What follows belongs to an exercise in optimizing a design on an open flow for a short achievable clock period; a production flow would make more cautious choices. Function was checked by simulation only, so behaviour that the tests miss may differ from the original. The clock port is modelled as an ideal driver, which makes a skipped or thinned clock tree look cheaper than it is; a real chip needs a root buffer or a tree. Power is estimated from default activity; no workload was simulated.

== main ==
Design Fifo, start of the top module:
module Fifo
(
input clk,rst, wr_en, rd_en,
input           [7:0] buf_in,
output reg      [7:0] buf_out,
output          [7:0] fifo_counter,
output          buf_empty,
output reg      buf_full
);
Size in the first run: about 1600 cells after synthesis, roughly 570 flip-flops, roughly 30 I/O pins, roughly 25000 um^2 of cells after synthesis.
==> flow/config.mk <==
export PLATFORM = sky130hd
export DESIGN_NAME = Fifo
export DESIGN_NICKNAME = Fifo
export VERILOG_FILES = /design/flow/design.v
export SDC_FILE = /design/flow/constraint.sdc
export NUM_CORES = 4
export LEC_CHECK = 0
export ABC_CLOCK_PERIOD_IN_PS = 1000
export CAP_MARGIN = 20
export CORE_MARGIN = 2
export CORE_UTILIZATION = 65
export SETUP_SLACK_MARGIN = 2.7
export SLEW_MARGIN = 20
export TNS_END_PERCENT = 5
==> flow/constraint.sdc <==
create_clock -name core_clock -period 4.0 [get_ports {clk}]
set_input_delay 0.8000 -clock core_clock [delete_from_list [all_inputs] [get_ports {clk}]]
set_output_delay 0.8000 -clock core_clock [all_outputs]
set_load 0.01 [all_outputs]
standard.sh (not shown) runs the stock make flow with config.mk's settings and CLKGATE_MAP_FILE= SYNTH_SCRIPT=/design/flow/synth_recipe.tcl, a recipe that flattens the netlist after the stock synthesis.
==> flow/flow/run.sh <==
#!/bin/bash
# The standard layout (standard.sh), except that:
# - the clock tree is built by flow/mycts.tcl (hooked in through ORFS's
#   PRE_CTS_TCL): the clock port drives MY_CTS_COLS roots, each driving
#   MY_CTS_ROWS leaves, each driving an equal group of nearby flip-flops;
# - the port buffers that ORFS adds to every input and output are
#   buf_6 instead of the smallest buffer;
# - timing repair may resize a cell to one of another footprint
#   (MATCH_CELL_FOOTPRINT=0; the platform sets 1).
# Everything standard.sh runs logs to standard.log and ORFS's own logs.
set -euo pipefail
export PRE_CTS_TCL=$PWD/flow/pre_cts.tcl
export MY_CTS_COLS=4
export MY_CTS_ROWS=8
export MY_CTS_ROOT_CELL=sky130_fd_sc_hd__clkbuf_16
export MY_CTS_LEAF_CELL=sky130_fd_sc_hd__clkbuf_16
export BUFFER_PORTS_ARGS="-buffer_cell sky130_fd_sc_hd__buf_6"
bash standard.sh MATCH_CELL_FOOTPRINT=0 finish > standard.log 2>&1
==> flow/flow/mycts.tcl <==
proc my_clock_tree {ncol nrow} {
  set block [ord::get_db_block]
  set db [ord::get_db]
  set rcell sky130_fd_sc_hd__clkbuf_16
  set lcell sky130_fd_sc_hd__clkbuf_16
  if {[info exists ::env(MY_CTS_ROOT_CELL)]} { set rcell $::env(MY_CTS_ROOT_CELL) }
  if {[info exists ::env(MY_CTS_LEAF_CELL)]} { set lcell $::env(MY_CTS_LEAF_CELL) }
  set rmaster [$db findMaster $rcell]
  set lmaster [$db findMaster $lcell]
  set clk [$block findNet clk]
  set sinks {}
  foreach it [$clk getITerms] {
    set inst [$it getInst]
    set bb [$inst getBBox]
    set x [expr {([$bb xMin] + [$bb xMax]) / 2}]
    set y [expr {([$bb yMin] + [$bb yMax]) / 2}]
    lappend sinks [list $x $y $it]
  }
  set n [llength $sinks]
  # columns by x, equal counts
  set sx [lsort -integer -index 0 $sinks]
  set per_col [expr {($n + $ncol - 1) / $ncol}]
  set root_i 0
  set leaf_i 0
  for {set c 0} {$c < $ncol} {incr c} {
    set col [lrange $sx [expr {$c * $per_col}] [expr {($c + 1) * $per_col - 1}]]
    if {[llength $col] == 0} continue
    set rnet [odb::dbNet_create $block "clknet_root_$c"]
    $rnet setSigType CLOCK
    set rinst [odb::dbInst_create $block $rmaster "clkbuf_root_$c"]
    [$rinst findITerm A] connect $clk
    [$rinst findITerm X] connect $rnet
    set sy [lsort -integer -index 1 $col]
    set m [llength $sy]
    set per_row [expr {($m + $nrow - 1) / $nrow}]
    set lx 0; set ly 0; set nl 0
    for {set r 0} {$r < $nrow} {incr r} {
      set grp [lrange $sy [expr {$r * $per_row}] [expr {($r + 1) * $per_row - 1}]]
      if {[llength $grp] == 0} continue
      set lnet [odb::dbNet_create $block "clknet_leaf_${c}_$r"]
      $lnet setSigType CLOCK
      set linst [odb::dbInst_create $block $lmaster "clkbuf_leaf_${c}_$r"]
      [$linst findITerm A] connect $rnet
      [$linst findITerm X] connect $lnet
      set gx 0; set gy 0
      foreach s $grp {
        lassign $s x y it
        $it disconnect
        $it connect $lnet
        set gx [expr {$gx + $x}]; set gy [expr {$gy + $y}]
      }
      set gx [expr {$gx / [llength $grp]}]
      set gy [expr {$gy / [llength $grp]}]
      $linst setLocation $gx $gy
      $linst setPlacementStatus PLACED
      set lx [expr {$lx + $gx}]; set ly [expr {$ly + $gy}]; incr nl
    }
    $rinst setLocation [expr {$lx / $nl}] [expr {$ly / $nl}]
    $rinst setPlacementStatus PLACED
  }
  $clk setSigType CLOCK
  puts "my_clock_tree: $n sinks, $ncol roots, $ncol x $nrow leaves"
}
Other scripts of this flow, unchanged in this note and not shown: flow/flow/pre_cts.tcl
main went all the way through the flow, and no timing, DRC or antenna check failed.
[inputs] the feature branch vs main
- TNS_END_PERCENT: 5 -> 30
==> flow/flow/run.sh <==
#!/bin/bash
# The standard layout (standard.sh), except that the clock tree is built
# by flow/mycts.tcl (hooked in through ORFS's PRE_CTS_TCL): the clock port
# drives MY_CTS_COLS clkbuf_16 roots, each driving MY_CTS_ROWS clkbuf_16
# leaves, each driving an equal group of nearby flip-flops.
set -euo pipefail
export PRE_CTS_TCL=$PWD/flow/pre_cts.tcl
export MY_CTS_COLS=4
export MY_CTS_ROWS=8
bash standard.sh > standard.log 2>&1
--- a/flow/flow/mycts.tcl
+++ b/flow/flow/mycts.tcl
@@ -2,10 +2,5 @@
   set block [ord::get_db_block]
   set db [ord::get_db]
-  set rcell sky130_fd_sc_hd__clkbuf_16
-  set lcell sky130_fd_sc_hd__clkbuf_16
-  if {[info exists ::env(MY_CTS_ROOT_CELL)]} { set rcell $::env(MY_CTS_ROOT_CELL) }
-  if {[info exists ::env(MY_CTS_LEAF_CELL)]} { set lcell $::env(MY_CTS_LEAF_CELL) }
-  set rmaster [$db findMaster $rcell]
-  set lmaster [$db findMaster $lcell]
+  set master [$db findMaster sky130_fd_sc_hd__clkbuf_16]
   set clk [$block findNet clk]
   set sinks {}
@@ -28,5 +23,5 @@
     set rnet [odb::dbNet_create $block "clknet_root_$c"]
     $rnet setSigType CLOCK
-    set rinst [odb::dbInst_create $block $rmaster "clkbuf_root_$c"]
+    set rinst [odb::dbInst_create $block $master "clkbuf_root_$c"]
     [$rinst findITerm A] connect $clk
     [$rinst findITerm X] connect $rnet
@@ -40,5 +35,5 @@
       set lnet [odb::dbNet_create $block "clknet_leaf_${c}_$r"]
       $lnet setSigType CLOCK
-      set linst [odb::dbInst_create $block $lmaster "clkbuf_leaf_${c}_$r"]
+      set linst [odb::dbInst_create $block $master "clkbuf_leaf_${c}_$r"]
       [$linst findITerm A] connect $rnet
       [$linst findITerm X] connect $lnet
--- outcome ---
- Compared with main, in the feature branch wire length now sits higher; switching power total +19%; worst hold slack moved down; post-CTS setup buffer count higher.
- From main to the feature branch the numbers moved as follows: placed standard-cell area grew by about 1.1%; total non-filler cell area in the finished layout went up by about 13%; clock share of power saw a decrease.
- Side by side, met2 layer wire length in the routed design turned out higher in the feature branch than in main.
- Looking at uppermost layer routed, the met5 result is from main; the met4 one comes from the feature branch.
No run of this note takes its clock network from TritonCTS; it comes from the design's own scripts or RTL.

==> what the ideal ports hide <==
No port has a modelled driver above. Below, the same layouts with a new extraction and two added sets of constraints. Step 1 assumes that a clkbuf_16 drives the clock port and a buf_2 every other input. Step 2 times the ports against the registers' clock, not the clock port: input delays grow and output delays shrink by t, the midpoint of the rising clock arrivals with the driver on. Slacks: ideal ports / drivers / drivers and shift; pairs: ideal ports / drivers.
| run | t, ns | setup WS [ns] | slew at the worst register clock pin (ns) |
|---|---|---|---|
| main | 0.447 | 2.211 / 2.184 / 1.899 | 0.08 / 0.08 |
| the feature branch | 0.452 | 2.228 / 2.134 / 1.895 | 0.08 / 0.08 |
After both steps setup and hold are still met in every run listed. For the feature branch, which loses most, drivers alone change the setup slack by -0.094 ns; drivers and shift together by -0.333 ns.
